Source: an optimization exercise on an open RTL-to-GDS flow (aim: small area and a short achievable clock period). Production flows keep margins and buffers that such runs may drop.
The RTL was checked by simulation tests, not by an equivalence proof against the original design.
No activity file was given, so power comes from the tool's default toggle rates.

## flow/run.sh

```bash
#!/bin/bash
set -e
ls -la > files.log 2>&1
cp standard.sh standard_sh.copy.log 2>/dev/null || true
export BUFFER_PORTS_ARGS="-buffer_cell sky130_fd_sc_hd__buf_2"
bash standard.sh > standard.log 2>&1
```

## standard.sh

```bash
#!/bin/bash
# synth_recipe.tcl (not shown) runs the flow's synth.tcl, then flattens the netlist and writes it again
# the make line also repeats each setting of config.mk as NAME=value (left out here)
make -C /OpenROAD-flow-scripts/flow DESIGN_CONFIG=/design/flow/config.mk WORK_HOME=/design/flow/orfs CLKGATE_MAP_FILE= SYNTH_SCRIPT=/design/flow/synth_recipe.tcl "${@:-finish}"
```

## config.mk

```make
export PLATFORM = sky130hd
export DESIGN_NAME = fp_logarithm
export DESIGN_NICKNAME = fp_logarithm
export VERILOG_FILES = /design/flow/design.v
export SDC_FILE = /design/flow/constraint.sdc
export NUM_CORES = 4
export LEC_CHECK = 0
export ABC_AREA = 1
export CAP_MARGIN = 20
export CORE_MARGIN = 2
export CORE_UTILIZATION = 65
export SLEW_MARGIN = 20
```

## constraint.sdc

```tcl
create_clock -name core_clock -period 16.0 [get_ports {clk}]
set_input_delay 3.2000 -clock core_clock [delete_from_list [all_inputs] [get_ports {clk}]]
set_output_delay 3.2000 -clock core_clock [all_outputs]
set_load 0.01 [all_outputs]
```

## design.v

```verilog
`timescale 1ns / 1ps
module fp_logarithm(in_val, clk, ln_output, rst);
input  [31:0] in_val;
input         clk, rst;
output [31:0] ln_output;
localparam [20:0] K8 = 21'h162E43;    
reg [28:0] cX;     
reg [1:0]  m10;    
wire [22:0] cM = {~cX[27:7], m10};
reg [7:0]  cE;
reg [3:0]  st;
reg [33:0] accr;    
reg [31:0] outr;
reg        a2d;
reg [2:0]  h;
reg        sel4, sel1, sel0, sel4n, sel1n, sel0n, xsub, lowf;
reg        one1, two1, neg1, one2, two2, neg2, holdr;
reg        one1n, two1n, neg1n, one2n, two2n, neg2n;
assign ln_output = outr;
always @(posedge clk) begin
  m10 <= in_val[1:0];
  cE <= in_val[30:23];
  st <= st + 4'd1;
end
wire e127c = (cE == 8'd127);
wire subc  = ~cE[7] & ~(&cE[6:0]);           
wire [6:0] ev = subc ? ~cE[6:0] : (cE[6:0] + 7'd1);
reg  [2:0] msbev;
always @* begin
  casez (ev)
    7'b1??????: msbev = 3'd6;
    7'b01?????: msbev = 3'd5;
    7'b001????: msbev = 3'd4;
    7'b0001???: msbev = 3'd3;
    7'b00001??: msbev = 3'd2;
    7'b000001?: msbev = 3'd1;
    default:    msbev = 3'd0;
  endcase
end
wire [6:0] evn   = ev << (3'd6 - msbev);
wire       ovfc  = (evn >= 7'd93);
reg e127, e255, sub, ovf;
reg [2:0] delta;
always @(posedge clk) begin
  e127  <= e127c;
  e255  <= (cE == 8'd255);
  sub   <= subc;
  ovf   <= ovfc;
  delta <= msbev + {2'b0, ovfc};
end
wire [3:0]  ns   = st + 4'd1;
wire ldPA = (ns == 4'd11);
wire ldPB = (ns == 4'd12);
always @(posedge clk) begin
  if (ldPA)      cX <= ovf ? {8'b0, K8} : {7'b0, K8, 1'b0};
  else if (ldPB) cX <= ovf ? {4'b0, K8, 4'b0} : {3'b0, K8, 5'b0};
  else           cX <= {1'b1, ~in_val[22:2], 7'b0};
end
wire [24:0] mext = {1'b0, cM, 1'b0};
wire [8:0]  eext = {1'b0, evn, 1'b0};
reg  [4:0]  win;
reg         hnext;
always @* begin
  win = 5'd0;
  hnext = 1'b0;
  case (ns)
    4'd0: win = mext[4:0];
    4'd1: begin win = mext[8:4];   hnext = e127 & (cM[22:3]  == 20'd0); end
    4'd2: begin win = mext[12:8];  hnext = e127 & (cM[22:7]  == 16'd0); end
    4'd3: begin win = mext[16:12]; hnext = e127 & (cM[22:11] == 12'd0); end
    4'd4: begin win = mext[20:16]; hnext = e127 & (cM[22:15] == 8'd0);  end
    4'd5: begin win = mext[24:20]; hnext = e127 & (cM[22:19] == 4'd0);  end
    4'd11: win = e127 ? 5'd0 : eext[4:0];
    4'd12: win = e127 ? 5'd0 : eext[8:4];
    default: win = 5'd0;
  endcase
  if (hnext) win = 5'd0;
end
always @(posedge clk) begin
  one1 <= win[1] ^ win[0];
  two1 <= (win[2] & ~win[1] & ~win[0]) | (~win[2] & win[1] & win[0]);
  neg1 <= win[2] & ~(win[1] & win[0]);
  one2 <= win[3] ^ win[2];
  two2 <= (win[4] & ~win[3] & ~win[2]) | (~win[4] & win[3] & win[2]);
  neg2 <= win[4] & ~(win[3] & win[2]);
  one1n <= ~(win[1] ^ win[0]);
  two1n <= ~((win[2] & ~win[1] & ~win[0]) | (~win[2] & win[1] & win[0]));
  neg1n <= ~(win[2] & ~(win[1] & win[0]));
  one2n <= ~(win[3] ^ win[2]);
  two2n <= ~((win[4] & ~win[3] & ~win[2]) | (~win[4] & win[3] & win[2]));
  neg2n <= ~(win[4] & ~(win[3] & win[2]));
  holdr <= hnext;
end
reg isQ, isPA, isPB, isS0, isOut;
always @(posedge clk) begin
  isQ   <= (ns <= 4'd5);
  isPA  <= (ns == 4'd11);
  isPB  <= (ns == 4'd12);
  isS0  <= (ns == 4'd0);
  isOut <= (ns == 4'd13);
end
wire c1 = isQ & ~m10[1];
wire [28:0] X = cX;
wire [33:0] lowm = isQ ? 34'h7F : (isPB ? 34'hF : 34'h0);
wire [29:0] c1v  = {22'd0, c1, 7'd0};
wire [29:0] one1v = {{15{~one1n}}, {15{one1}}};
wire [29:0] two1v = {{15{~two1n}}, {15{two1}}};
wire [29:0] neg1v = {{15{~neg1n}}, {15{neg1}}};
wire [29:0] one2v = {{15{~one2n}}, {15{one2}}};
wire [29:0] two2v = {{15{~two2n}}, {15{two2}}};
wire [29:0] neg2v = {{15{~neg2n}}, {15{neg2}}};
wire [29:0] base1 = (one1v & {1'b0, X}) | (two1v & ({X, 1'b0} | c1v));
wire [29:0] base2 = (one2v & {1'b0, X}) | (two2v & ({X, 1'b0} | c1v));
wire [33:0] r1 = {{4{~neg1n}}, base1 ^ (neg1v & ~lowm[29:0])};
wire [33:0] r2 = {{4{~neg2n}}, base2 ^ (neg2v & ~lowm[29:0])};
wire a1 = (one1 | two1) & (neg1 ^ c1);
wire a2 = (one2 | two2) & (neg2 ^ c1);
wire [33:0] ex_a1 = isQ ? ({33'd0, a1} << 7) : (isPB ? ({33'd0, a1} << 4) : {33'd0, a1});
wire [33:0] ex_a2 = isPB ? ({33'd0, a2d} << 2) : ({33'd0, a2d} << 5);
wire [33:0] r2s = {r2[31:0], 2'b00} | ex_a1 | ex_a2;
wire mask = isPA & ~e127;
wire [29:0] s4v = {{15{~sel4n}}, {15{sel4}}};
wire [29:0] s1v = {{15{~sel1n}}, {15{sel1}}};
wire [29:0] s0v = {{15{~sel0n}}, {15{sel0}}};
wire [29:0] acc = (s4v & accr[33:4]) | (s1v & accr[30:1]) | (s0v & accr[29:0]);
wire [29:0] acc_in = {acc[29:4] ^ {26{xsub}}, lowf ? {4{sub}} : acc[3:0]};
wire cin = mask & sub;
wire [33:0] opa = {{4{acc_in[29]}}, acc_in};
wire [33:0] csa_s = opa ^ r1 ^ r2s;
wire [33:0] csa_c = {(opa[32:0] & r1[32:0]) | (opa[32:0] & r2s[32:0]) | (r1[32:0] & r2s[32:0]), cin};
wire [33:0] sum = csa_s + csa_c;
reg [1:0] shn, shr;
reg e127al;
always @* begin
  shn = 2'd0;
  if (ns <= 4'd5) shn = hnext ? 2'd0 : 2'd2;
  else if (~e127) case (ns)
    4'd6:  shn = delta[2] ? 2'd2 : 2'd0;
    4'd7, 4'd8: shn = delta[1] ? 2'd1 : 2'd0;
    4'd9:  shn = delta[0] ? 2'd1 : 2'd0;
    4'd12: shn = 2'd2;
    default: shn = 2'd0;
  endcase
end
always @(posedge clk) begin
  shr    <= shn;
  e127al <= e127 & (ns >= 4'd7) & (ns <= 4'd10);
end
wire ge24 = |acc[29:24];
wire [1:0] shs = e127al ? {1'b0, ge24} : shr;
always @(posedge clk) begin
  accr <= sum;
  sel4 <= (shs == 2'd2) & (ns != 4'd0);
  sel1 <= (shs == 2'd1) & (ns != 4'd0);
  sel0 <= (shs == 2'd0) & (ns != 4'd0);
  sel4n <= ~((shs == 2'd2) & (ns != 4'd0));
  sel1n <= ~((shs == 2'd1) & (ns != 4'd0));
  sel0n <= ~((shs == 2'd0) & (ns != 4'd0));
  xsub <= (ns == 4'd11) & ~e127 & sub;
  lowf <= (ns == 4'd11) & ~e127;
  a2d <= ((isQ & ~holdr) | isPA) ? a2 : 1'b0;
  if (isS0) h <= 3'd0;
  else if (e127al & ge24) h <= h + 3'd1;
end
wire [24:0] xv = acc[24:0];
reg  [22:0] field;
reg  [1:0]  pofs;  
always @* begin
  if (xv[24])      begin field = xv[23:1];                  pofs = 2'd3; end
  else if (xv[23]) begin field = {xv[22:1], 1'b0};          pofs = 2'd2; end
  else if (xv[22]) begin field = {xv[21:1], 2'b00};         pofs = 2'd1; end
  else             begin field = {xv[20:1], 3'b000};        pofs = 2'd0; end
end
wire [2:0] z = {2'b0, cM[22:3] == 20'd0} + {2'b0, cM[22:7] == 16'd0} + {2'b0, cM[22:11] == 12'd0}
             + {2'b0, cM[22:15] == 8'd0} + {2'b0, cM[22:19] == 4'd0};
wire [7:0] expo = e127 ? (8'd120 - {3'b0, z, 2'b00} + {5'b0, h} + {6'b0, pofs})
                       : (8'd124 + {5'b0, delta} + {6'b0, pofs});
always @(posedge clk) begin
  if (isOut) begin
    if (e255)                    outr <= 32'hcf317216;
    else if (e127 && cM == 23'd0) outr <= 32'h00800000;
    else                         outr <= {sub, expo, field};
  end
end
endmodule
```

==> qor.yml, run 1 <==
status: "timing/DRC/antenna clean"
worstPathRequired_ps: 16320
antenna_cells: 0
num_rows: 46
leakagePower_nw: 5.68
critPathArrivalTime_ps: 4560
grt_pass1_vias: 9082
via_per_inst: 5.71
avgSynthCellArea_um2: 7.53
r2r_slack_ps: 11760
post_cts_buffers: 0
layout_common_cells: "269 x nand2_1, 214 x inv_1, 115 x dfxtp_1"
port_buffers: 63
clk_latency_ps: 440
nets: 1603
grt_usage: 0.315
core_area_um2: 16000
ir_drop_uv: 93.1
cp_cell_sequence: "inv_2, nor2_1, nand2_1, xor2_1, fa_1, ha_1, inv_1, fa_1, o21ai_0, a21o_1, nand2_1, nand2_1, nand3_1, nand2_1, nand3_1, nand3_1, a31oi_1, xor2_1"
postLayoutCoreUtil: 0.742
clk_pin_slew_ps: 60
numCtsBuffers: 17
synthArstFlopShare: 0
finalCritPeriodShare: 0.265
clock-sinks: 147
ys_seq_area_frac: 0.304
r2r_end: "accr[32]$_DFF_P_"
path_max_fanout: 9
path_delay_family: "simple AND/OR/NAND/NOR gates"
synth_area_um2: 10700
final.setup.tns_ps: 0
ant_nets: 0
initial_utilization: 0.670
cts_tree: "done"
hpwl_mm: 21.3
grt_antenna_before_repair: 0
fin_cells: 1704
drc: 0
die_w_um: 132
die-area_um2: 17500
place_inst: 1672
timing.hold.worst.class: "reg2reg"
dpl_worst_slack_ps: 11800
relSlewSlack: 0.312
setup.worst_path.start: "neg1$_DFF_P_"
post_drt_wl_per_cell_um: 15.8
cts_max_level: 4
final_common_cell: "nand2_1"
grt_pass1_wl_mm: 44.1
num_vias: 9725
ys_seq_elements: 147
routed_wl_mm: 26.9
timing.rr.start: "neg1$_DFF_P_"
grt_start_max_net_pins: 38
start_kind: "flip-flop"
cts_root_buffer: "clkbuf_16"
synth_edf_count: 32
crit_type: "reg2reg"
endpoint: "accr[32]$_DFF_P_"
worst-path-buf-inv: 2
fp.dieH_um: 132
crit_cells: 18
dr.pass1.iters: 5
setup_viol: 0
ys.flop_type: "dfxtp_1"
reg2reg_depth: 18
ioPinCount: 66
p_total_w: 0.00145
yosysUniqueCellTypes: 50
synthToLayoutAreaGrowth_pct: 10.8
overflow: 0
drive_gt1_frac: 0.0974
cts_resized: 0
rsz0062_at_grt: "no"
fin_skew_ps: 10.7
fin_ws_ps: 11760
synth_cells: 1424
drv_slew: 0
end_kind: "flip-flop"
fmax_mhz: 236
cellPowerDensity_nw_per_um2: 122
gp_routability_congestion: 0.944
cts_buffer_depth: 2
cpPeakStageDelay_ps: 520
cp_slowest_cell: "fa_1"
cap_violations: 0
drt_iter0_markers: 785
fin_crit_ps: 4240
yosysWarnings: 1
syn_nets: 1552
hold_viol: 0
ctsHoldBuffers: 0
path_common_cell: "nand2_1"
tightest_slew_ps: 1030
==> sequential cells by signal (all words and copies together), names as in the netlist, 2 cells and up <==
register	flops
accr	34
outr	32
cX	28
cE	8
st	4
delta	3
h	3
m10	2
shr	2
==> kinds of logic (layout without fill, tap and decap cells) <==
family	count (synthesis)	after routing	share of synthesized area
buffers and inverters	261	325	0.0917
AO/OA/AOI/OAI	288	288	0.156
AND/OR/NAND/NOR	509	509	0.207
adder cells (fa/ha/maj)	94	94	0.135
flip-flops	147	147	0.304
XOR/XNOR	125	125	0.106
==> report_power, final <==
group / total (W) / switching, W / internal (W)
logic: 0.000514 / 0.000320 / 0.000195
registers: 0.000492 / 0.0000463 / 0.000445
clock network: 0.000447 / 0.000166 / 0.000282
total: 0.00145 / 0.000532 / 0.000921
==> metal layers <==
| metal | GRT usage | part of all wire | vias up | wire length (um) |
|---|---|---|---|---|
| met3 | 0.0515 | 0.072 | 42 | 1930 |
| met2 | 0.509 | 0.45 | 374 | 12200 |
| met5 | 0 | 0 | - | 0 |
| li1 | - | - | 4811 | - |
| met4 | 0.115 | 0.024 | 0 | 656 |
| met1 | 0.426 | 0.45 | 4498 | 12100 |
==> metrics by stage <==
step | hold WS, ps | cell area, um^2
floorplan | 413 | 10700
global placement | 436 | 11200
detailed placement | 469 | 11200
CTS | 482 | 11900
global route | 505 | 11900
finish | 477 | 11900
==> area by class of cell <==
class,instances,area (um^2)
multi-input combinational,1016,6480
timing repair buffer,67,345
clock buffer,19,475
clock inverter,13,191
fill,1303,4130
tap,216,270
inverter,226,850
sequential,147,3260
==> Yosys cell counts, types with 2 or more instances <==
master / number / area, um^2
a211oi_1: 6 / 45.0
o21ai_1: 2 / 10.0
a31o_2: 2 / 17.5
nor3_2: 3 / 30.0
nand4_1: 12 / 75.1
nor4_1: 6 / 37.5
nand2_2: 8 / 50.1
nand3_1: 71 / 355
nor3_1: 24 / 120
o221ai_1: 6 / 52.6
xnor2_1: 19 / 166
nand2_4: 4 / 45.0
inv_2: 10 / 37.5
o22ai_1: 67 / 419
a21o_1: 3 / 22.5
o21ai_0: 88 / 440
edfxtp_1: 32 / 961
dfxtp_1: 115 / 2300
xor2_1: 103 / 902
o31ai_1: 2 / 15.0
fa_1: 36 / 721
nor2_2: 6 / 37.5
clkbuf_1: 31 / 116
buf_1: 3 / 11.3
a31oi_1: 6 / 37.5
a221oi_1: 2 / 17.5
nor2_1: 98 / 368
o211ai_1: 15 / 113
a21oi_1: 79 / 395
inv_1: 214 / 803
o21a_1: 4 / 30.0
or2_2: 2 / 12.5
ha_1: 58 / 726
nand2_1: 269 / 1010
nand3_2: 3 / 30.0
==> how the worst min path moves through the flow <==
stage             startpoint                 to  depth (start not counted)  slack (ps)
2_1_floorplan   isS0$_DFF_P_  h[0]$_SDFFE_PP0P_                          1         410
3_3_place_gp    isS0$_DFF_P_  h[0]$_SDFFE_PP0P_                          1         440
3_5_place_dp   st[0]$_DFF_P_      st[0]$_DFF_P_                          1         470
4_1_cts         isS0$_DFF_P_  h[0]$_SDFFE_PP0P_                          1         480
5_1_grt         isS0$_DFF_P_  h[0]$_SDFFE_PP0P_                          1         500
6_report        isS0$_DFF_P_  h[1]$_SDFFE_PP0P_                          1         480
==> run 2, diff against run 1 <==
--- a/config.mk
+++ b/config.mk
@@ -6,5 +6,4 @@
 export NUM_CORES = 4
 export LEC_CHECK = 0
-export ABC_AREA = 1
 export CAP_MARGIN = 20
 export CORE_MARGIN = 2
==> run 2 against run 1 <==
Register-to-register slack worse by 790 ps. Utilization is 2.4 points lower. Clock-buffer cell count is 1 lower. First-iteration DRC count is 3.8% lower. Power is 6.6% higher. Combinational power is 24% higher. Non-clock buffer count is 4 higher. Sequential cell count stayed put. Global-route usage is 2.0 points lower. Clock power is 11% lower. Critical path type unchanged. Highest routed layer unchanged.
==> qor.yml, run 2 <==
status: "timing/DRC/antenna clean"
crit_type: "reg2reg"
largest_registers: "accr (34), outr (32), cX (28)"
post_cts_buffers: 0  # unchanged
post_drt_wl_per_cell_um: 16.8  # +6.4%
final.setup.tns_ps: 0  # unchanged
endpoint: "accr[33]$_DFF_P_"
finalCritPeriodShare: 0.315  # +0.0495
drv_slew: 0  # unchanged
synthAdderAreaFrac: 0.134  # -0.000549
muxShareOfSynthArea: 0.0256  # +0.0256
reg2reg_depth: 15  # -3
timing.rr.start: "neg2$_DFF_P_"
drive_gt1_frac: 0.0959  # -0.00159
start_kind: "flip-flop"
num_rows: 47  # +2.2%
grt_pass1_vias: 8193  # -9.8%
yosysUniqueCellTypes: 76  # +52%
fp.dieH_um: 133  # +0.20%
rsz0062_at_grt: "no"
ctsHoldBuffers: 0  # unchanged
synthXorXnorAreaFrac: 0.101  # -0.00543
syn_nets: 1384  # -11%
numCtsBuffers: 17  # unchanged
dr.pass1.iters: 8  # +3
cts_resized: 0  # unchanged
cellPowerDensity_nw_per_um2: 132  # +7.5%
hpwl_mm: 19.5  # -8.3%
layout_common_cells: "125 x inv_1, 115 x dfxtp_1, 100 x nand2_1"
cts_buffer_depth: 2  # unchanged
synthArstFlopShare: 0  # unchanged
antenna_cells: 0  # unchanged
end_kind: "flip-flop"
grt_pass1_wl_mm: 41.4  # -6.3%
fin_skew_ps: 9.25  # -1.47 ps
gp_routability_congestion: 0.961  # +1.7%
synth_area_um2: 10800  # +0.41%
die-area_um2: 17600  # +0.40%
hold_slack_ps: 450  # -26.7 ps
grt_usage: 0.294  # -0.0203
synth_cells: 1256  # -12%
relSlewSlack: 0.387  # +0.0747
hold_viol: 0  # unchanged
setup_viol: 0  # unchanged
r2r_end: "accr[33]$_DFF_P_"
die_w_um: 133  # +0.20%
cts_tree: "done"
num_vias: 9130  # -6.1%
cap_violations: 0  # unchanged
ys_seq_area_frac: 0.303  # -0.00124
path_max_fanout: 12  # +3
synth_area_leader_cell: "dfxtp_1"
r2r_slack_ps: 10970  # -790 ps
yosysMostFrequentCell: "inv_1"
synth.top_cell.area_share: 0.214  # -0.000874
avgSynthCellArea_um2: 8.57  # +14%
multi_input_area_um2: 6770  # +4.5%
synth_edf_count: 32  # unchanged
synthSimpleGateAreaFrac: 0.144  # -0.0624
clk_latency_ps: 430  # about the same
final_common_cell: "inv_1"
yosys-top-cells-count: "125 x inv_1, 115 x dfxtp_1, 100 x nand2_1"
ys.flop_type: "dfxtp_1"
drt_iter0_markers: 755  # -3.8%
synth_area_leaders: "dfxtp_1 21%, edfxtp_1 8.9%, ha_1 6.7%"
ff_latch_area_um2: 3260  # unchanged
via_per_inst: 5.99  # +5.0%
drc: 0  # unchanged
synth_compound_area_frac: 0.223  # +0.0677
fin_crit_ps: 5030  # +792 ps
worstPathRequired_ps: 16290  # -30 ps
cts_max_level: 4  # unchanged
grt_start_max_net_pins: 44  # +16%
synth_top_family_by_area: "compound AO/OA/AOI/OAI gates"
routed_wl_mm: 25.6  # -4.9%
fmax_mhz: 199  # -16%
yosysWarnings: 1  # unchanged
port_buffers: 63  # unchanged
timing.hold.worst.class: "reg2reg"
grt_antenna_before_repair: 0  # unchanged
tightest_slew_ps: 919  # -111 ps
critPathArrivalTime_ps: 5330  # +770 ps
top_register: "accr"
core_area_um2: 16400  # +2.5%
overflow: 0  # unchanged
largest_reg_flops: 34  # unchanged
ant_nets: 0  # unchanged
nets: 1419  # -11%
ir_drop_uv: 101  # +8.7%
min_path_cells: 1  # unchanged
fin_cells: 1524  # -11%
cts_root_buffer: "clkbuf_16"
ioPinCount: 66  # unchanged
clock-sinks: 147  # unchanged
clk_pin_slew_ps: 70  # about the same
setup.worst_path.start: "neg2$_DFF_P_"
ys_seq_elements: 147  # unchanged
num-fill-cells: 1304  # +0.077%
synthToLayoutAreaGrowth_pct: 9.43
leakagePower_nw: 5.26  # -7.4%
hold_start: "isS0$_DFF_P_"
initial_utilization: 0.656  # -0.0139
place_inst: 1492  # -11%
run 2: cell count changes in the layout (fill, tap and decap cells not counted), moves of 26 or more:
cell,previous run,this run
mux2i_1,0,26
nand3_1,71,19
inv_1,214,125
o21ai_0,88,56
xor2_1,103,49
nand2_1,269,100
xnor2_1,19,75
run 2: layout make-up:
class	instances	share of cell area
timing repair buffer	71	0.0319
inverter	132	0.0421
clock buffer	18	0.0364
sequential	147	0.277
multi-input combinational	922	0.575
clock inverter	14	0.0145
tap	220	0.0234
run 2: worst min-delay path by stage:
stage	slack, ps	endpoint
finish	450	h[2]$_SDFFE_PP0P_
global route	470	h[2]$_SDFFE_PP0P_
CTS	450	h[0]$_SDFFE_PP0P_
detailed placement	440	h[2]$_SDFFE_PP0P_
global placement	430	h[0]$_SDFFE_PP0P_
floorplan	400	sel4n$_DFF_P_
run 2: routing by layer:
metal / track usage / vias to the layer above / wire length, um
met3: 0.0621 / 36 / 1890
met4: 0.0896 / 0 / 525
met2: 0.472 / 342 / 11600
met1: 0.402 / 4231 / 11600
met5: 0 / - / 0
li1: - / 4521 / -
run 2: cell families after synthesis:
family,after synthesis
fa+ha+maj,94
simple gates,324
xor+xnor,124
compound gates,353
mux,27
flops,147
buf+inv,187
run 2: power breakdown:
group,internal [W],switching (W),total [W]
registers,0.000447,0.0000655,0.000512
logic,0.000276,0.000361,0.000637
clock network,0.000235,0.000165,0.000400
run 2: stage by stage:
stage,power [W],setup slack (ps),utilization,area (um^2)
global placement,0.00114,10990,0.681,11200
global route,0.00166,10580,0.718,11800
CTS,0.00155,10950,0.718,11800
floorplan,0.00102,11780,-,10800
detailed placement,0.00115,10980,0.681,11200
finish,0.00155,10970,0.718,11800
run 2: critical path: stages, from the launching register on:
cell and delay, ps:
dfxtp_1 690, nor2b_1 470, nand2b_1 220, xnor2_1 200, fa_1 490, inv_1 40, ha_1 350, a21oi_1 90
o22ai_1 190, o22ai_1 150, o21ai_1 260, a31oi_1 230, o31a_1 450, o41ai_4 490, mux2i_1 140, a2111oi_1 450
==> run 3, diff against run 2 <==
--- a/config.mk
+++ b/config.mk
@@ -6,6 +6,7 @@
 export NUM_CORES = 4
 export LEC_CHECK = 0
+export ABC_AREA = 1
 export CAP_MARGIN = 20
 export CORE_MARGIN = 2
 export CORE_UTILIZATION = 65
-export SLEW_MARGIN = 20
+export SLEW_MARGIN = 70
==> run 3 against run 2 <==
Maximum frequency rose by 19%. Sequential cell count did not move. Cell count rose by 12%. Largest cell class unchanged. Critical path depth rose by 3. Via count rose by 7.7%. Clock-buffer cell count rose by 3. Critical endpoint is now accr[32]$_DFF_P_. Register-to-register slack improved by 800 ps. Clock power rose by 8.0%. Non-clock buffer count fell by 1.
==> qor.yml, run 3 <==
fin_cells: 1707  # +12%
endpoint: "accr[32]$_DFF_P_"
grt_antenna_before_repair: 0  # unchanged
fin_skew_ps: 14.0  # +4.76 ps
overflow: 0  # unchanged
cts_root_buffer: "clkbuf_16"
r2r_end: "accr[32]$_DFF_P_"
drc: 0  # unchanged
top_layer: "met4"
path_max_fanout: 9  # -3
synth_edf_count: 32  # unchanged
synth_compound_area_frac: 0.156  # -0.0677
layout_common_cells: "266 x nand2_1, 210 x inv_1, 104 x dfxtp_1"
num-fill-cells: 1272  # -2.5%
met3_length_mm: 2.07  # +9.5%
cts_buffer_depth: 2  # unchanged
ys.flop_type: "dfxtp_1"
post_drt_wl_per_cell_um: 15.9  # -5.0%
yosysMostFrequentCell: "nand2_1"
ys_seq_elements: 147  # unchanged
nets: 1606  # +13%
tightest_slew_ps: 461  # -458 ps
fin_crit_ps: 4230  # -800 ps
cts_tree: "done"
final_common_cell: "nand2_1"
clkPwrFrac: 0.300  # +0.042
ys_seq_area_frac: 0.304  # +0.00124
post_cts_buffers: 0  # unchanged
yosys-top-cells-count: "269 x nand2_1, 214 x inv_1, 115 x dfxtp_1"
numCtsBuffers: 17  # unchanged
place_inst: 1675  # +12%
drive_gt1_frac: 0.115  # +0.0195
synthArstFlopShare: 0  # unchanged
ioPinCount: 66  # unchanged
p_switching_w: 0.000538  # -9.0%
reg2reg_depth: 18  # +3
pwr-share-seq: 0.341  # +0.010
fp.dieH_um: 132  # -0.20%
routed_wl_mm: 27.2  # +6.4%
core_area_um2: 16000  # -2.5%
synthToLayoutAreaGrowth_pct: 11.4
fmax_mhz: 236  # +19%
num_rows: 46  # -2.1%
die-area_um2: 17500  # -0.40%
start_kind: "flip-flop"
rsz0062_at_grt: "no"
gp_routability_congestion: 0.944  # -1.7%
ir_drop_uv: 96.2  # -5.0%
num_vias: 9829  # +7.7%
grt_pass1_vias: 9082  # +11%
setup.worst_path.start: "neg1$_DFF_P_"
wl_met1_mm: 12.0  # +3.6%
top_register: "accr"
ant_nets: 0  # unchanged
grt_start_max_net_pins: 38  # -14%
cap_violations: 0  # unchanged
syn_nets: 1552  # +12%
largest_registers: "accr (34), outr (32), cX (28)"
grt_pass1_wl_mm: 44.4  # +7.5%
grt_usage: 0.316  # +0.0212
hold_viol: 0  # unchanged
synth_cells: 1424  # +13%
critPathArrivalTime_ps: 4560  # -770 ps
hpwl_mm: 21.2  # +9.0%
setup_viol: 0  # unchanged
final.setup.tns_ps: 0  # unchanged
timing.hold.worst.class: "reg2reg"
clock-sinks: 147  # unchanged
avgSynthCellArea_um2: 7.53  # -12%
p_int_w: 0.000904  # -5.6%
synth_area_leader_cell: "dfxtp_1"
synthAdderAreaFrac: 0.135  # +0.000549
timing.rr.start: "neg1$_DFF_P_"
dr.pass1.iters: 5  # -3
combPwrFrac: 0.360  # -0.051
synth_area_um2: 10700  # -0.41%
synth_area_leaders: "dfxtp_1 21%, nand2_1 9.4%, edfxtp_1 9.0%"
initial_utilization: 0.670  # +0.0139
synth.top_cell.area_share: 0.215  # +0.000874
r2r_slack_ps: 11770  # +800 ps
status: "timing/DRC/antenna clean"
drv_slew: 0  # unchanged
port_buffers: 63  # unchanged
p_sw_frac: 0.373  # -0.00866
cts_resized: 0  # unchanged
drt_iter0_markers: 793  # +5.0%
finalCritPeriodShare: 0.265  # -0.0500
clk_latency_ps: 440  # about the same
cts_max_level: 4  # unchanged
cellPowerDensity_nw_per_um2: 121  # -8.2%
yosysUniqueCellTypes: 50  # -34%
muxShareOfSynthArea: 0  # -0.0256
relSlewSlack: 0.692  # +0.305
synthSimpleGateAreaFrac: 0.207  # +0.0624
synth_top_family_by_area: "simple AND/OR/NAND/NOR gates"
ctsHoldBuffers: 0  # unchanged
synthXorXnorAreaFrac: 0.106  # +0.00543
leakagePower_nw: 5.70  # +8.2%
worstPathRequired_ps: 16330  # +40 ps
met2_wirelength_mm: 12.6  # +9.4%
antenna_cells: 0  # unchanged
largest_reg_flops: 34  # unchanged
clk_pin_slew_ps: 70  # about the same
die_w_um: 132  # -0.20%
end_kind: "flip-flop"
yosysWarnings: 1  # unchanged
crit_type: "reg2reg"
via_per_inst: 5.76  # -3.9%
run 3: worst min-delay path by stage:
stage	depth (start not counted)	from	slack, ps	to
after detailed placement	1	st[0]$_DFF_P_	470	st[0]$_DFF_P_
after global routing	1	isS0$_DFF_P_	510	h[2]$_SDFFE_PP0P_
after CTS	1	isS0$_DFF_P_	480	h[2]$_SDFFE_PP0P_
after global placement	1	isS0$_DFF_P_	440	h[0]$_SDFFE_PP0P_
after floorplan	1	isS0$_DFF_P_	410	h[0]$_SDFFE_PP0P_
final	1	isS0$_DFF_P_	480	h[2]$_SDFFE_PP0P_
run 3: critical path, cell delays in order (launching register included):
cell,delay [ps]
dfxtp_1,380
inv_2,130
nor2_1,350
nand2_1,230
xor2_1,210
fa_1,520
ha_1,250
inv_1,100
fa_1,410
o21ai_0,290
a21o_1,150
nand2_1,50
nand2_1,160
nand3_1,100
nand2_1,180
nand3_1,100
nand3_1,230
a31oi_1,140
xor2_1,150
run 3: logic make-up (layout without fill, tap and decap cells):
family                     Yosys count  count (layout)
adders and majority gates           94              94
and+or+nand+nor                    509             509
xor gates and xnor gates           125             125
AOI/OAI and AO/OA                  288             288
DFF                                147             147
buffers and inverters              261             328
run 3: stage by stage:
stage          area [um^2]  utilization  worst slack [ps]  hold WS [ps]  power (W)
6_report             11900        0.746             11770           478    0.00144
5_1_grt              11900        0.746             11420           508    0.00153
4_1_cts              11900        0.744             11790           482    0.00143
3_5_place_dp         11300        0.704             11810           467    0.00100
3_3_place_gp         11200        0.700             11840           436   0.000988
2_1_floorplan        10700            -             12410           413   0.000878
run 3: power groups by stage:
stage          registers, W  logic, W  clock network (W)
2_1_floorplan      0.000480  0.000398                  0
3_3_place_gp       0.000496  0.000491                  0
3_5_place_dp       0.000497  0.000503                  0
4_1_cts            0.000489  0.000508           0.000434
5_1_grt            0.000497  0.000584           0.000451
6_report           0.000491  0.000519           0.000432
run 3: layout make-up:
cell class | count | area [um^2] | share of cell area
tap | 216 | 270 | 0.0226
sequential | 147 | 3280 | 0.275
multi-input combinational | 1016 | 6530 | 0.547
timing repair buffer | 70 | 359 | 0.0301
clock inverter | 11 | 131 | 0.0110
clock buffer | 21 | 514 | 0.0431
inverter | 226 | 852 | 0.0714
run 3: routing by layer:
| metal | track usage | vias up |
|---|---|---|
| li1 | - | 4818 |
| met3 | 0.0500 | 54 |
| met1 | 0.428 | 4502 |
| met4 | 0.0818 | 0 |
| met2 | 0.528 | 455 |
| met5 | 0 | - |
==> run 4, diff against run 3 <==
--- a/config.mk
+++ b/config.mk
@@ -7,6 +7,6 @@
 export LEC_CHECK = 0
 export ABC_AREA = 1
-export CAP_MARGIN = 20
+export CAP_MARGIN = 50
 export CORE_MARGIN = 2
 export CORE_UTILIZATION = 65
-export SLEW_MARGIN = 70
+export SLEW_MARGIN = 85
==> run 4 against run 3 <==
Still clean. Die area unchanged. Via count up 17%. Register-to-register slack worse by 1100 ps. First-iteration DRC count up 78%. Area after synthesis unchanged. Sequential power up 2%. Critical path depth up 6. Maximum frequency down 21%. Global-route usage up 5.6 points. Worst setup slack worse by 1100 ps.
==> qor.yml, run 4 <==
synth_area_leaders: "dfxtp_1 21%, nand2_1 9.4%, edfxtp_1 9.0%"
fmax_mhz: 187  # -21%
numCtsBuffers: 17  # unchanged
grt_pass1_vias: 10200  # +13%
hold_viol: 0  # unchanged
ir_drop_uv: 99.9  # +3.9%
post_drt_wl_per_cell_um: 21.8  # +37%
yosys-top-cells-count: "269 x nand2_1, 214 x inv_1, 115 x dfxtp_1"
grt_antenna_before_repair: 0  # unchanged
timing.hold.worst.class: "reg2reg"
cts_resized: 0  # unchanged
top_register: "accr"
relSlewSlack: 0.781  # +0.0889
synthArstFlopShare: 0  # unchanged
cts_root_buffer: "clkbuf_16"
yosysWarnings: 1  # unchanged
routed_wl_mm: 38.5  # +42%
post_cts_buffers: 0  # unchanged
p_total_w: 0.00169  # +17%
gp_routability_congestion: 0.944  # unchanged
cap_violations: 0  # unchanged
status: "timing/DRC/antenna clean"
met3_length_mm: 4.43  # +110%
ys.flop_type: "dfxtp_1"
num_vias: 11500  # +17%
path_max_fanout: 10  # +1
drv_slew: 0  # unchanged
final.setup.tns_ps: 0  # unchanged
die-area_um2: 17500  # unchanged
end_kind: "flip-flop"
via_per_inst: 6.53  # +13%
port_buffers: 63  # unchanged
fin_cells: 1765  # +3.4%
synth_area_leader_cell: "dfxtp_1"
start_kind: "flip-flop"
grt_start_max_net_pins: 38  # unchanged
clock-sinks: 147  # unchanged
grt_usage: 0.372  # +0.0559
synth_cells: 1424  # unchanged
cts_max_level: 4  # unchanged
ioPinCount: 66  # unchanged
ys_seq_area_frac: 0.304  # unchanged
synth.top_cell.area_share: 0.215  # unchanged
num-fill-cells: 747  # -41%
rsz0062_at_grt: "no"
dr.pass1.iters: 6  # +1
cts_buffer_depth: 2  # unchanged
drc: 0  # unchanged
fin_area_um2: 14200  # +19%
avgSynthCellArea_um2: 7.53  # unchanged
leakagePower_nw: 6.39  # +12%
layout_common_cells: "248 x nand2_1, 191 x inv_1, 95 x dfxtp_1"
cts_tree: "done"
core_area_um2: 16000  # unchanged
fin_crit_ps: 5340  # +1110 ps
drt_iter0_markers: 1408  # +78%
nets: 1664  # +3.6%
crit_type: "reg2reg"
fin_skew_ps: 16.4  # +2.44 ps
yosysMostFrequentCell: "nand2_1"
clk_pin_slew_ps: 70  # about the same
grt_pass1_wl_mm: 51.8  # +16%
hpwl_mm: 23.7  # +11%
die_w_um: 132  # unchanged
yosysUniqueCellTypes: 50  # unchanged
worstPathRequired_ps: 16390  # +60 ps
initial_utilization: 0.670  # unchanged
cpPeakStageDelay_ps: 600  # +80 ps
clk_latency_ps: 450  # about the same
ys_seq_elements: 147  # unchanged
drive_gt1_frac: 0.283  # +0.167
setup_viol: 0  # unchanged
met2_wirelength_mm: 17.8  # +41%
cellPowerDensity_nw_per_um2: 119  # -1.6%
largest_registers: "accr (34), outr (32), cX (28)"
overflow: 0  # unchanged
finalCritPeriodShare: 0.334  # +0.0695
syn_nets: 1552  # unchanged
cp_slowest_cell: "clkdlybuf4s50_1"
fin_ws_ps: 10660  # -1110 ps
synthToLayoutAreaGrowth_pct: 32.8
final_common_cell: "nand2_1"
path_common_cell: "nand2_1"
tightest_slew_ps: 326  # -136 ps
num_rows: 46  # unchanged
antenna_cells: 0  # unchanged
ant_nets: 0  # unchanged
top_layer: "met4"
place_area_um2: 12900  # +14%
largest_reg_flops: 34  # unchanged
ctsHoldBuffers: 0  # unchanged
wl_met1_mm: 13.6  # +13%
dpl_worst_slack_ps: 11380  # -432 ps
critPathArrivalTime_ps: 5730  # +1170 ps
cp_cell_sequence: "inv_4, nor2_1, clkinv_1, nor2_4, xor2_2, a31oi_4, fa_1, inv_1, ha_1, nand2_1, o21ai_1, nand2_1, o211ai_1, clkdlybuf4s50_1, clkdlybuf4s50_1, a31oi_4, o21ai_2, nand2_1, nand2_1, nand2_1, nand2_1, nand2_1, a21o_1, nand2_1"
fp.dieH_um: 132  # unchanged
synth_area_um2: 10700  # unchanged
place_inst: 1722  # +2.8%
synth_edf_count: 32  # unchanged
==> run 4: kinds of logic after synthesis <==
kind of cell	Yosys count	share of synthesized area
adders and majority gates	94	0.135
and+or+nand+nor	509	0.207
DFF	147	0.304
xor gates and xnor gates	125	0.106
buffers and inverters	261	0.0917
AOI/OAI and AO/OA	288	0.156
==> run 4: final timing paths <==
| path | startpoint | to | slack (ps) | cells past startpoint |
|---|---|---|---|---|
| worst min-delay path | isS0$_DFF_P_ | h[2]$_SDFFE_PP0P_ | 480 | 1 |
| worst min register to register | isS0$_DFF_P_ | h[2]$_SDFFE_PP0P_ | 480 | 1 |
| worst max register to register | neg2$_DFF_P_ | accr[23]$_DFF_P_ | 10660 | 24 |
| worst max-delay path | neg2$_DFF_P_ | accr[23]$_DFF_P_ | 10660 | 24 |
==> run 4: through the flow <==
stage	hold slack (ps)	util
floorplan	413	-
global placement	436	0.700
detailed placement	462	0.803
CTS	485	0.845
global route	507	0.890
finish	482	0.890
==> run 4: cell type report <==
type / count / area (um^2) / area share
multi-input combinational: 1016 / 8160 / 0.573
clock buffer: 21 / 514 / 0.0361
tap: 216 / 270 / 0.0190
timing repair buffer: 128 / 917 / 0.0644
sequential: 147 / 3320 / 0.233
clock inverter: 11 / 156 / 0.0110
inverter: 226 / 893 / 0.0628
==> run 4: critical path, delay by kind of cell, from the launching register on <==
family                   cells  cell delay (ps)
buffers and inverters        5             1600
AND/OR/NAND/NOR             10             1390
adder cells (fa/ha/maj)      2              860
AO/OA/AOI/OAI                6              850
flip-flops                   1              410
XOR/XNOR                     1              200
==> run 4: metal layers <==
layer / GRT usage / up-vias
met5: 0 / -
met3: 0.0738 / 274
li1: - / 4894
met1: 0.468 / 5324
met4: 0.171 / 0
met2: 0.617 / 1029
==> run 4: power breakdown <==
group	internal (W)	switching [W]	leakage (nW)
Clock	0.000280	0.000179	0.332
Sequential	0.000443	0.0000576	1.20
Combinational	0.000265	0.000467	4.86
Total	0.000988	0.000704	6.39
==> run 5, diff against run 4 <==
--- a/config.mk
+++ b/config.mk
@@ -7,6 +7,7 @@
 export LEC_CHECK = 0
 export ABC_AREA = 1
-export CAP_MARGIN = 50
+export CAP_MARGIN = 20
 export CORE_MARGIN = 2
 export CORE_UTILIZATION = 65
-export SLEW_MARGIN = 85
+export CTS_BUF_LIST = sky130_fd_sc_hd__clkbuf_8
+export SLEW_MARGIN = 20
==> run 5 against run 4 <==
Still clean. Wire length shrank 31%. Sequential power shrank 2%. Sequential share of layout area grew 4.6 points. Worst hold slack lost 2.1 ps. Critical path depth shrank 6. Via count shrank 16%. Synthesized cell count is the same. Clock-buffer cell count shrank 4. Critical endpoint is now accr[32]$_DFF_P_.
==> qor.yml, run 5 <==
cts_max_level: 4  # unchanged
grt_antenna_before_repair: 0  # unchanged
core_area_um2: 16000  # unchanged
setup_viol: 0  # unchanged
end_kind: "flip-flop"
ant_nets: 0  # unchanged
die_w_um: 132  # unchanged
crit_type: "reg2reg"
hpwl_mm: 21.3  # -10%
num_vias: 9706  # -16%
critPathArrivalTime_ps: 4630  # -1100 ps
cts_root_buffer: "clkbuf_8"
synthToLayoutAreaGrowth_pct: 9.10
fin_area_um2: 11700  # -18%
min_path_cells: 1  # unchanged
syn_nets: 1552  # unchanged
drc: 0  # unchanged
clk_latency_ps: 480  # +30 ps
die-area_um2: 17500  # unchanged
top_register: "accr"
ys_seq_elements: 147  # unchanged
leakagePower_nw: 5.60  # -12%
ctsHoldBuffers: 0  # unchanged
synth_cells: 1424  # unchanged
grt_pass1_wl_mm: 43.9  # -15%
yosys-top-cells-count: "269 x nand2_1, 214 x inv_1, 115 x dfxtp_1"
ys.flop_type: "dfxtp_1"
routed_wl_mm: 26.7  # -31%
start_kind: "flip-flop"
status: "timing/DRC/antenna clean"
crit_cells: 18  # -25%
fp.dieH_um: 132  # unchanged
fmax_mhz: 235  # +26%
grt_start_max_net_pins: 38  # unchanged
fin_skew_ps: 11.4  # -5.06 ps
antenna_cells: 0  # unchanged
synth.top_cell.area_share: 0.215  # unchanged
worstPathRequired_ps: 16370  # -20 ps
timing.hold.worst.class: "reg2reg"
final_common_cell: "nand2_1"
grt_pass1_vias: 9076  # -11%
synth_area_leaders: "dfxtp_1 21%, nand2_1 9.4%, edfxtp_1 9.0%"
gp_routability_congestion: 0.944  # unchanged
clk_pin_slew_ps: 90  # +20 ps
ioPinCount: 66  # unchanged
fin_crit_ps: 4260  # -1090 ps
cpPeakStageDelay_ps: 520  # -80 ps
synth_edf_count: 32  # unchanged
cellPowerDensity_nw_per_um2: 117  # -1.8%
path_common_cell: "nand2_1"
yosysUniqueCellTypes: 50  # unchanged
cp_cell_sequence: "inv_2, nor2_1, nand2_1, xor2_1, fa_1, ha_1, inv_1, fa_1, o21ai_0, a21o_1, nand2_1, nand2_1, nand3_1, nand2_1, nand3_1, nand3_1, a31oi_1, xor2_1"
post_cts_buffers: 0  # unchanged
final.setup.tns_ps: 0  # unchanged
layout_common_cells: "269 x nand2_1, 214 x inv_1, 115 x dfxtp_1"
yosysWarnings: 1  # unchanged
via_per_inst: 5.70  # -13%
hold_viol: 0  # unchanged
cts_tree: "done"
path_delay_family: "simple AND/OR/NAND/NOR gates"
synthArstFlopShare: 0  # unchanged
synth_area_leader_cell: "dfxtp_1"
cts_buffer_depth: 2  # unchanged
cap_violations: 0  # unchanged
path_max_fanout: 9  # -1
initial_utilization: 0.670  # unchanged
largest_registers: "accr (34), outr (32), cX (28)"
place_area_um2: 11200  # -13%
cp_slowest_cell: "fa_1"
yosysMostFrequentCell: "nand2_1"
synth_area_um2: 10700  # unchanged
tightest_slew_ps: 1030  # +706 ps
post_drt_wl_per_cell_um: 15.7  # -28%
relSlewSlack: 0.312  # -0.469
nets: 1603  # -3.7%
avgSynthCellArea_um2: 7.53  # unchanged
ir_drop_uv: 81.0  # -19%
num_rows: 46  # unchanged
clock-sinks: 147  # unchanged
drv_slew: 0  # unchanged
largest_reg_flops: 34  # unchanged
worst-path-buf-inv: 2  # -3
reg2reg_depth: 18  # -25%
drt_iter0_markers: 891  # -37%
overflow: 0  # unchanged
ys_seq_area_frac: 0.304  # unchanged
dr.pass1.iters: 6  # unchanged
drive_gt1_frac: 0.0974  # -0.185
finalCritPeriodShare: 0.266  # -0.0680
p_total_w: 0.00136  # -19%
cts_resized: 0  # unchanged
grt_usage: 0.313  # -0.0587
rsz0062_at_grt: "no"
port_buffers: 63  # unchanged
numCtsBuffers: 17  # unchanged
==> run 5: cell counts after synthesis <==
Identical to the previous run, type by type.
==> run 5: area by class of cell <==
| class | count | area [um^2] |
|---|---|---|
| clock buffers | 17 | 234 |
| flip-flops and latches | 147 | 3260 |
| inverters | 226 | 850 |
| clock inverters | 15 | 251 |
| fillers | 1333 | 4310 |
| multi-input cells | 1016 | 6480 |
| repair buffers | 67 | 345 |
| well taps | 216 | 270 |
==> run 5: stage by stage <==
stage / worst slack, ps / cells / hold WS (ps) / util
after floorplan: 12410 / 1424 / 413 / -
after global placement: 11840 / 1672 / 436 / 0.700
after detailed placement: 11800 / 1672 / 469 / 0.700
after CTS: 11760 / 1704 / 486 / 0.731
after global routing: 11480 / 1704 / 512 / 0.731
final: 11740 / 1704 / 479 / 0.731
==> run 5: path summary, 6_finish.rpt <==
check	slack, ps	start	end
max	11740	neg1$_DFF_P_	accr[32]$_DFF_P_
min	480	isS0$_DFF_P_	h[0]$_SDFFE_PP0P_
max reg2reg	11740	neg1$_DFF_P_	accr[32]$_DFF_P_
min reg2reg	480	isS0$_DFF_P_	h[0]$_SDFFE_PP0P_
==> run 5: cells by family after synthesis <==
logic type / count (synthesis) / share of synthesized area
AO/OA/AOI/OAI: 288 / 0.156
buffers and inverters: 261 / 0.0917
AND/OR/NAND/NOR: 509 / 0.207
adder cells (fa/ha/maj): 94 / 0.135
XOR/XNOR: 125 / 0.106
flip-flops: 147 / 0.304
==> run 5: power by group <==
group | total [W] | switching (W) | internal (W)
Sequential | 0.000491 | 0.0000461 | 0.000445
Clock | 0.000357 | 0.000153 | 0.000203
Combinational | 0.000518 | 0.000322 | 0.000195
==> run 5: layer usage <==
metal	GRT usage	wire, um
met1	0.423	11800
met2	0.501	12000
met3	0.0561	2080
met4	0.120	749
met5	0	0
==> run 6, diff against run 5 <==
--- a/config.mk
+++ b/config.mk
@@ -11,3 +11,4 @@
 export CORE_UTILIZATION = 65
 export CTS_BUF_LIST = sky130_fd_sc_hd__clkbuf_8
+export CTS_CLUSTER_SIZE = 24
 export SLEW_MARGIN = 20
==> run 6 against run 5 <==
Still clean. Worst hold slack is the same. Area after synthesis stayed put. Worst setup slack unchanged. Die area did not move. Via count is the same. Register-to-register slack about the same. Sequential share of layout area is the same. Combinational power about the same. Largest cell class unchanged. Largest power group unchanged. Highest routed layer unchanged.
==> qor.yml, run 6 <==
status: "timing/DRC/antenna clean"
hold_slack_ps: 479  # unchanged
ys.flop_type: "dfxtp_1"
hpwl_mm: 21.3  # unchanged
relSlewSlack: 0.312  # unchanged
num_vias: 9706  # unchanged
timing.hold.worst.class: "reg2reg"
ctsHoldBuffers: 0  # unchanged
ff_latch_area_um2: 3260  # unchanged
grt_pass1_vias: 9076  # unchanged
dpl_worst_slack_ps: 11800  # unchanged
avgSynthCellArea_um2: 7.53  # unchanged
clk_pin_slew_ps: 90  # about the same
crit_type: "reg2reg"
synthToLayoutAreaGrowth_pct: 9.10  # unchanged
fmax_mhz: 235  # unchanged
leakagePower_nw: 5.60  # unchanged
gp_routability_congestion: 0.944  # unchanged
yosysWarnings: 1  # unchanged
clk_latency_ps: 480  # about the same
clkPwrFrac: 0.261  # about the same
largest_reg_flops: 34  # unchanged
reg2reg_depth: 18  # unchanged
cts_root_buffer: "clkbuf_8"
start_kind: "flip-flop"
cp_cell_sequence: "inv_2, nor2_1, nand2_1, xor2_1, fa_1, ha_1, inv_1, fa_1, o21ai_0, a21o_1, nand2_1, nand2_1, nand3_1, nand2_1, nand3_1, nand3_1, a31oi_1, xor2_1"
fin_area_um2: 11700  # unchanged
setup_viol: 0  # unchanged
final_common_cell: "nand2_1"
worstPathRequired_ps: 16370  # about the same
largest_registers: "accr (34), outr (32), cX (28)"
path_max_fanout: 9  # unchanged
grt_pass1_wl_mm: 43.9  # unchanged
grt_usage: 0.313  # unchanged
min_path_cells: 1  # unchanged
path_common_cell: "nand2_1"
drc: 0  # unchanged
via_per_inst: 5.70  # unchanged
synth_area_leader_cell: "dfxtp_1"
port_buffers: 63  # unchanged
critPathArrivalTime_ps: 4630  # about the same
r2r_end: "accr[32]$_DFF_P_"
p_int_w: 0.000843  # unchanged
top_register: "accr"
post_cts_buffers: 0  # unchanged
grt_antenna_before_repair: 0  # unchanged
tightest_slew_ps: 1030  # unchanged
cellPowerDensity_nw_per_um2: 117  # unchanged
fp.dieH_um: 132  # unchanged
ioPinCount: 66  # unchanged
cp_slowest_cell: "fa_1"
die-area_um2: 17500  # unchanged
num-fill-cells: 1333  # unchanged
multi_input_area_um2: 6480  # unchanged
end_kind: "flip-flop"
pwr-share-seq: 0.360  # about the same
drt_iter0_markers: 891  # unchanged
combPwrFrac: 0.379  # about the same
timing.rr.start: "neg1$_DFF_P_"
ir_drop_uv: 81.0  # unchanged
place_area_um2: 11200  # unchanged
cts_buffer_depth: 2  # unchanged
fin_skew_ps: 11.4  # unchanged
yosysMostFrequentCell: "nand2_1"
num_rows: 46  # unchanged
core_area_um2: 16000  # unchanged
synth_cells: 1424  # unchanged
p_sw_frac: 0.382  # unchanged
antenna_cells: 0  # unchanged
rsz0062_at_grt: "no"
final.setup.tns_ps: 0  # unchanged
cts_resized: 0  # unchanged
synth_edf_count: 32  # unchanged
grt_start_max_net_pins: 38  # unchanged
cts_max_level: 4  # unchanged
routed_wl_mm: 26.7  # unchanged
p_switching_w: 0.000522  # unchanged
synth_area_leaders: "dfxtp_1 21%, nand2_1 9.4%, edfxtp_1 9.0%"
yosys-top-cells-count: "269 x nand2_1, 214 x inv_1, 115 x dfxtp_1"
dr.pass1.iters: 6  # unchanged
layout_common_cells: "269 x nand2_1, 214 x inv_1, 115 x dfxtp_1"
hold_start: "isS0$_DFF_P_"
r2r_slack_ps: 11740  # about the same
fin_ws_ps: 11740  # unchanged
ys_seq_elements: 147  # unchanged
synth.top_cell.area_share: 0.215  # unchanged
hold_viol: 0  # unchanged
numCtsBuffers: 17  # unchanged
drive_gt1_frac: 0.0974  # unchanged
synth_area_um2: 10700  # unchanged
post_drt_wl_per_cell_um: 15.7  # unchanged
clock-sinks: 147  # unchanged
finalCritPeriodShare: 0.266  # unchanged
yosysUniqueCellTypes: 50  # unchanged
cts_tree: "done"
initial_utilization: 0.670  # unchanged
synthArstFlopShare: 0  # unchanged
worst-path-buf-inv: 2  # unchanged
cpPeakStageDelay_ps: 520  # about the same
die_w_um: 132  # unchanged
cap_violations: 0  # unchanged
nets: 1603  # unchanged
ys_seq_area_frac: 0.304  # unchanged
ant_nets: 0  # unchanged
whs_endpoint: "h[0]$_SDFFE_PP0P_"
drv_slew: 0  # unchanged
fin_crit_ps: 4260  # unchanged
overflow: 0  # unchanged
path_delay_family: "simple AND/OR/NAND/NOR gates"
syn_nets: 1552  # unchanged
## run 6: cell counts in the layout (fill, tap and decap cells not counted)
Identical to the previous run, type by type.
## run 6: per-layer routing
layer,track usage,part of all wire
met3,0.0561,0.078
met4,0.120,0.028
met5,0,0
met2,0.501,0.45
met1,0.423,0.44
## run 6: power by group through the flow
stage               Sequential (W)  Combinational, W  Clock [W]
floorplan                 0.000480          0.000398          0
global placement          0.000496          0.000491          0
detailed placement        0.000497          0.000502          0
CTS                       0.000489          0.000508   0.000359
global route              0.000497          0.000579   0.000373
finish                    0.000491          0.000518   0.000357
## run 6: cell families after synthesis
| kind of cell | Yosys count | share of synthesized area |
|---|---|---|
| buffers and inverters | 261 | 0.0917 |
| AO/OA/AOI/OAI | 288 | 0.156 |
| flip-flops | 147 | 0.304 |
| AND/OR/NAND/NOR | 509 | 0.207 |
| adder cells (fa/ha/maj) | 94 | 0.135 |
| XOR/XNOR | 125 | 0.106 |
## run 6: layout make-up
| cell class | instances | share of cell area |
|---|---|---|
| inverter | 226 | 0.0727 |
| timing repair buffer | 67 | 0.0295 |
| clock buffer | 17 | 0.0200 |
| sequential | 147 | 0.279 |
| clock inverter | 15 | 0.0215 |
| tap | 216 | 0.0231 |
| multi-input combinational | 1016 | 0.554 |
## run 6: how the worst max path moves through the flow
| stage | start | to | slack [ps] | cells after the start |
|---|---|---|---|---|
| after global placement | neg1$_DFF_P_ | accr[32]$_DFF_P_ | 11840 | 18 |
| final | neg1$_DFF_P_ | accr[32]$_DFF_P_ | 11740 | 18 |
| after floorplan | outr[0]$_SDFFCE_PP0P_ | ln_output[0] | 12410 | 0 |
| after detailed placement | neg1$_DFF_P_ | accr[32]$_DFF_P_ | 11800 | 18 |
| after CTS | outr[22]$_SDFFCE_PP0P_ | ln_output[22] | 11760 | 1 |
| after global routing | neg1$_DFF_P_ | accr[28]$_DFF_P_ | 11480 | 18 |
## run 6: worst reg2reg max path: cells and delay by family (launching register included)
family,cells,cell delay (ps)
AO/OA/AOI/OAI,3,570
adder cells (fa/ha/maj),3,1190
buffers and inverters,2,240
AND/OR/NAND/NOR,8,1400
XOR/XNOR,2,360
flip-flops,1,380
## run 6: per-stage QoR
| stage | total power (W) | std cells | utilization |
|---|---|---|---|
| floorplan | 0.000878 | 1424 | - |
| global placement | 0.000988 | 1672 | 0.700 |
| detailed placement | 0.000999 | 1672 | 0.700 |
| CTS | 0.00136 | 1704 | 0.731 |
| global route | 0.00145 | 1704 | 0.731 |
| finish | 0.00136 | 1704 | 0.731 |
==> run 7, diff against run 6 <==
--- a/config.mk
+++ b/config.mk
@@ -11,4 +11,4 @@
 export CORE_UTILIZATION = 65
 export CTS_BUF_LIST = sky130_fd_sc_hd__clkbuf_8
-export CTS_CLUSTER_SIZE = 24
+export CTS_CLUSTER_SIZE = 16
 export SLEW_MARGIN = 20
==> run 7 against run 6 <==
Clock skew stayed put. Combinational power hardly changed. Critical endpoint unchanged. Synthesized cell count stayed put. Register-to-register slack barely moved. Worst setup slack did not move. Still clean on timing, DRC and antenna. Worst hold slack did not move. Wire length is the same.
==> qor.yml, run 7 <==
num_rows: 46  # unchanged
critPathArrivalTime_ps: 4630  # about the same
ir_drop_uv: 81.0  # unchanged
cts_root_buffer: "clkbuf_8"
post_drt_wl_per_cell_um: 15.7  # unchanged
end_kind: "flip-flop"
clk_latency_ps: 480  # about the same
layout_common_cells: "269 x nand2_1, 214 x inv_1, 115 x dfxtp_1"
port_buffers: 63  # unchanged
top_layer: "met4"
fin_crit_ps: 4260  # unchanged
final.setup.tns_ps: 0  # unchanged
cts_tree: "done"
leakagePower_nw: 5.60  # unchanged
worstPathRequired_ps: 16370  # about the same
synth_edf_count: 32  # unchanged
drc: 0  # unchanged
ys_seq_elements: 147  # unchanged
die_w_um: 132  # unchanged
numCtsBuffers: 17  # unchanged
wl_met1_mm: 11.8  # unchanged
grt_pass1_wl_mm: 43.9  # unchanged
hold_start: "isS0$_DFF_P_"
nets: 1603  # unchanged
synthToLayoutAreaGrowth_pct: 9.10  # unchanged
reg2reg_depth: 18  # unchanged
grt_start_max_net_pins: 38  # unchanged
met3_length_mm: 2.08  # unchanged
synth_area_leaders: "dfxtp_1 21%, nand2_1 9.4%, edfxtp_1 9.0%"
drive_gt1_frac: 0.0974  # unchanged
avgSynthCellArea_um2: 7.53  # unchanged
place_area_um2: 11200  # unchanged
grt_usage: 0.313  # unchanged
timing.rr.start: "neg1$_DFF_P_"
timing.hold.worst.class: "reg2reg"
gp_routability_congestion: 0.944  # unchanged
yosys-top-cells-count: "269 x nand2_1, 214 x inv_1, 115 x dfxtp_1"
via_per_inst: 5.70  # unchanged
num_vias: 9706  # unchanged
cts_resized: 0  # unchanged
relSlewSlack: 0.312  # unchanged
dr.pass1.iters: 6  # unchanged
synth.top_cell.area_share: 0.215  # unchanged
syn_nets: 1552  # unchanged
yosysMostFrequentCell: "nand2_1"
fmax_mhz: 235  # unchanged
setup.worst_path.start: "neg1$_DFF_P_"
postLayoutCoreUtil: 0.731  # unchanged
top_register: "accr"
largest_registers: "accr (34), outr (32), cX (28)"
antenna_cells: 0  # unchanged
fin_area_um2: 11700  # unchanged
ys.flop_type: "dfxtp_1"
synth_area_um2: 10700  # unchanged
cts_buffer_depth: 2  # unchanged
ant_nets: 0  # unchanged
finalCritPeriodShare: 0.266  # unchanged
fin_skew_ps: 11.4  # unchanged
fp.dieH_um: 132  # unchanged
ys_seq_area_frac: 0.304  # unchanged
overflow: 0  # unchanged
hold_slack_ps: 479  # unchanged
cap_violations: 0  # unchanged
crit_type: "reg2reg"
path_max_fanout: 9  # unchanged
synth_cells: 1424  # unchanged
status: "timing/DRC/antenna clean"
hold_viol: 0  # unchanged
largest_reg_flops: 34  # unchanged
synthArstFlopShare: 0  # unchanged
whs_endpoint: "h[0]$_SDFFE_PP0P_"
die-area_um2: 17500  # unchanged
clock-sinks: 147  # unchanged
grt_pass1_vias: 9076  # unchanged
ctsHoldBuffers: 0  # unchanged
core_area_um2: 16000  # unchanged
drt_iter0_markers: 891  # unchanged
min_path_cells: 1  # unchanged
grt_antenna_before_repair: 0  # unchanged
drv_slew: 0  # unchanged
start_kind: "flip-flop"
yosysUniqueCellTypes: 50  # unchanged
r2r_slack_ps: 11740  # about the same
hpwl_mm: 21.3  # unchanged
tightest_slew_ps: 1030  # unchanged
post_cts_buffers: 0  # unchanged
clk_pin_slew_ps: 90  # about the same
ioPinCount: 66  # unchanged
rsz0062_at_grt: "no"
routed_wl_mm: 26.7  # unchanged
initial_utilization: 0.670  # unchanged
synth_area_leader_cell: "dfxtp_1"
setup_viol: 0  # unchanged
cellPowerDensity_nw_per_um2: 117  # unchanged
cts_max_level: 4  # unchanged
yosysWarnings: 1  # unchanged
final_common_cell: "nand2_1"
r2r_end: "accr[32]$_DFF_P_"
met2_wirelength_mm: 12.0  # unchanged
-- run 7: cell counts in the layout (fill, tap and decap cells not counted) --
Identical to the previous run, type by type.
-- run 7: how the worst max path moves through the flow --
stage / end / cells past startpoint
final: accr[32]$_DFF_P_ / 18
after global routing: accr[28]$_DFF_P_ / 18
after CTS: ln_output[22] / 1
after detailed placement: accr[32]$_DFF_P_ / 18
after global placement: accr[32]$_DFF_P_ / 18
after floorplan: ln_output[0] / 0
-- run 7: final cells by class --
cell class | count | area [um^2]
Timing Repair Buffer | 67 | 345
Tap cell | 216 | 270
Inverter | 226 | 850
Sequential cell | 147 | 3260
Fill cell | 1333 | 4310
Multi-Input combinational cell | 1016 | 6480
Clock buffer | 17 | 234
Clock inverter | 15 | 251
-- run 7: logic make-up (layout without fill, tap and decap cells) --
kind of cell	count (synthesis)	count (layout)	synth area share
xor gates and xnor gates	125	125	0.106
buffers and inverters	261	325	0.0917
DFF	147	147	0.304
and+or+nand+nor	509	509	0.207
AOI/OAI and AO/OA	288	288	0.156
adders and majority gates	94	94	0.135
-- run 7: power by group --
| group | internal (W) | switching [W] | total [W] |
|---|---|---|---|
| clock | 0.000203 | 0.000153 | 0.000357 |
| sequential | 0.000445 | 0.0000461 | 0.000491 |
| combinational | 0.000195 | 0.000322 | 0.000518 |
| total | 0.000843 | 0.000522 | 0.00136 |
-- run 7: stage by stage --
stage	instances	setup slack [ps]	power, W
5_1_grt	1704	11480	0.00145
6_report	1704	11740	0.00136
4_1_cts	1704	11760	0.00136
2_1_floorplan	1424	12410	0.000878
3_5_place_dp	1672	11800	0.000999
3_3_place_gp	1672	11840	0.000988
-- run 7: worst max-delay path, cell delays in order, from the launching register on --
cell	delay, ps
dfxtp_1	380
inv_2	130
nor2_1	340
nand2_1	230
xor2_1	210
fa_1	520
ha_1	250
inv_1	110
fa_1	420
o21ai_0	280
a21o_1	150
nand2_1	50
nand2_1	170
nand3_1	100
nand2_1	190
nand3_1	100
nand3_1	220
a31oi_1	140
xor2_1	150
-- run 7: metal layers --
metal / track usage / vias up
li1: - / 4807
met1: 0.423 / 4452
met2: 0.501 / 392
met3: 0.0561 / 55
met4: 0.120 / 0
met5: 0 / -
==> run 8, diff against run 7 <==
--- a/config.mk
+++ b/config.mk
@@ -9,6 +9,5 @@
 export CAP_MARGIN = 20
 export CORE_MARGIN = 2
-export CORE_UTILIZATION = 65
-export CTS_BUF_LIST = sky130_fd_sc_hd__clkbuf_8
-export CTS_CLUSTER_SIZE = 16
+export CORE_UTILIZATION = 70
+export PLACE_DENSITY = 0.8
 export SLEW_MARGIN = 20
==> run 8 against run 7 <==
Synthesized cell count stayed put. Critical endpoint unchanged. Power up 3.2%. Largest power group unchanged. Utilization up 5.0 points. Clock skew shrank 1.6 ps. Critical path type unchanged. Still clean. Critical path depth stayed put. Sequential share of layout area decreased by 0.22 points.
==> qor.yml, run 8 <==
ys_seq_elements: 147  # unchanged
nets: 1603  # unchanged
grt_pass1_wl_mm: 42.6  # -2.9%
path_common_cell: "nand2_1"
ioPinCount: 66  # unchanged
synth_area_um2: 10700  # unchanged
drc: 0  # unchanged
status: "timing/DRC/antenna clean"
tightest_slew_ps: 972  # -59.6 ps
critPathArrivalTime_ps: 4630  # about the same
numCtsBuffers: 17  # unchanged
synth_cells: 1424  # unchanged
syn_nets: 1552  # unchanged
avgSynthCellArea_um2: 7.53  # unchanged
clock-sinks: 147  # unchanged
cts_max_level: 4  # unchanged
yosysWarnings: 1  # unchanged
drv_slew: 0  # unchanged
hpwl_mm: 20.8  # -2.3%
final_common_cell: "nand2_1"
rsz0062_at_grt: "no"
hold_viol: 0  # unchanged
final.setup.tns_ps: 0  # unchanged
end_kind: "flip-flop"
largest_registers: "accr (34), outr (32), cX (28)"
finalCritPeriodShare: 0.269  # +0.00341
fin_crit_ps: 4310  # +54.6 ps
grt_start_max_net_pins: 38  # unchanged
start_kind: "flip-flop"
yosysMostFrequentCell: "nand2_1"
yosysUniqueCellTypes: 50  # unchanged
postLayoutCoreUtil: 0.781  # +0.0502
cts_buffer_depth: 2  # unchanged
largest_reg_flops: 34  # unchanged
cts_resized: 0  # unchanged
grt_pass1_vias: 8996  # -0.88%
fmax_mhz: 232  # -1.3%
die-area_um2: 16300  # -6.9%
setup_viol: 0  # unchanged
antenna_cells: 0  # unchanged
synth_area_leaders: "dfxtp_1 21%, nand2_1 9.4%, edfxtp_1 9.0%"
post_drt_wl_per_cell_um: 15.6  # -0.33%
gp_routability_congestion: 0.985  # +4.3%
clk_pin_slew_ps: 60  # -30 ps
cp_cell_sequence: "inv_2, nor2_1, nand2_1, xor2_1, fa_1, ha_1, inv_1, fa_1, o21ai_0, a21o_1, nand2_1, nand2_1, nand3_1, nand2_1, nand3_1, nand3_1, a31oi_1, xor2_1"
grt_usage: 0.329  # +0.0165
synth_area_leader_cell: "dfxtp_1"
die_w_um: 128  # -3.5%
dr.pass1.iters: 6  # unchanged
place_inst: 1644  # -1.7%
ir_drop_uv: 82.0  # +1.2%
cp_slowest_cell: "fa_1"
drt_iter0_markers: 802  # -10%
ys.flop_type: "dfxtp_1"
drive_gt1_frac: 0.0974  # unchanged
hold_slack_ps: 449  # -30.1 ps
num_rows: 45  # -2.2%
fin_skew_ps: 9.74  # -1.63 ps
fp.dieH_um: 128  # -3.5%
grt_antenna_before_repair: 0  # unchanged
synth_edf_count: 32  # unchanged
port_buffers: 63  # unchanged
overflow: 0  # unchanged
cap_violations: 0  # unchanged
synthArstFlopShare: 0  # unchanged
via_per_inst: 5.79  # +1.6%
leakagePower_nw: 5.66  # +1.0%
ant_nets: 0  # unchanged
cts_root_buffer: "clkbuf_16"
top_register: "accr"
cts_tree: "done"
num_vias: 9702  # -0.041%
routed_wl_mm: 26.2  # -2.0%
post_cts_buffers: 0  # unchanged
cpPeakStageDelay_ps: 520  # about the same
ctsHoldBuffers: 0  # unchanged
layout_common_cells: "269 x nand2_1, 214 x inv_1, 115 x dfxtp_1"
core_area_um2: 15100  # -5.7%
path_max_fanout: 9  # unchanged
worstPathRequired_ps: 16320  # -50 ps
crit_type: "reg2reg"
initial_utilization: 0.710  # +0.0404
synthToLayoutAreaGrowth_pct: 9.95
yosys-top-cells-count: "269 x nand2_1, 214 x inv_1, 115 x dfxtp_1"
synth.top_cell.area_share: 0.215  # unchanged
ys_seq_area_frac: 0.304  # unchanged
cellPowerDensity_nw_per_um2: 120  # +2.4%
clk_latency_ps: 430  # -50 ps
timing.hold.worst.class: "reg2reg"
fin_cells: 1676  # -1.6%
relSlewSlack: 0.351  # +0.0398
[run 8: cell types whose count changed in the layout (fill, tap and decap cells not counted)]
| cell | previous run | this run |
|---|---|---|
| clkbuf_16 | 0 | 17 |
| bufinv_16 | 6 | 2 |
| clkinv_8 | 0 | 1 |
| inv_4 | 2 | 1 |
| clkinv_4 | 3 | 4 |
| clkbuf_8 | 17 | 1 |
| inv_8 | 1 | 3 |
[run 8: stage by stage]
| stage | total power [W] | cell area, um^2 | worst slack (ps) |
|---|---|---|---|
| finish | 0.00141 | 11800 | 11690 |
| global route | 0.00150 | 11800 | 11440 |
| CTS | 0.00140 | 11800 | 11760 |
| detailed placement | 0.000995 | 11200 | 11770 |
| global placement | 0.000984 | 11200 | 11840 |
| floorplan | 0.000878 | 10700 | 12410 |
[run 8: cells by family after synthesis]
| family | count (synthesis) | synth area share |
|---|---|---|
| DFF | 147 | 0.304 |
| xor gates and xnor gates | 125 | 0.106 |
| AOI/OAI and AO/OA | 288 | 0.156 |
| buffers and inverters | 261 | 0.0917 |
| and+or+nand+nor | 509 | 0.207 |
| adders and majority gates | 94 | 0.135 |
[run 8: path summary, 6_finish.rpt]
path | start | to | slack [ps] | cells past startpoint
worst min-delay path | isS0$_DFF_P_ | h[0]$_SDFFE_PP0P_ | 450 | 1
worst max-delay path | neg1$_DFF_P_ | accr[32]$_DFF_P_ | 11690 | 18
worst min register to register | isS0$_DFF_P_ | h[0]$_SDFFE_PP0P_ | 450 | 1
worst max register to register | neg1$_DFF_P_ | accr[32]$_DFF_P_ | 11690 | 18
[run 8: report_power, final]
part / switching (W) / total [W] / internal (W)
clock network: 0.000168 / 0.000407 / 0.000239
registers: 0.0000452 / 0.000490 / 0.000445
logic: 0.000316 / 0.000511 / 0.000195
[run 8: final cells by class]
class                      count  area [um^2]
inverter                     226          850
tap                          188          235
multi-input combinational   1016         6480
sequential                   147         3260
clock inverter                14          173
fill                        1122         3310
timing repair buffer          67          345
clock buffer                  18          439
[run 8: routing by layer]
layer  global-route usage  share of wire  vias up
li1                     -              -     4811
met1                0.435           0.44     4405
met2                0.541           0.46      431
met3               0.0576          0.077       55
met4                0.129          0.025        0
met5                    0              0        -
[run 8: critical path: cells and delay by family (launching register included)]
family / cells / cell delay (ps)
xor+xnor: 2 / 380
flops: 1 / 380
compound gates: 3 / 610
buf+inv: 2 / 240
fa+ha+maj: 3 / 1210
simple gates: 8 / 1390

Re-timed with assumed drivers on the ports (clkbuf_16 on the clock, buf_2 on other inputs), run 8 has 11.688 ns of setup slack against 11.688 ns with ideal ports, and 11.688 ns once port delays also move by the mid clock arrival of 0.474 ns.
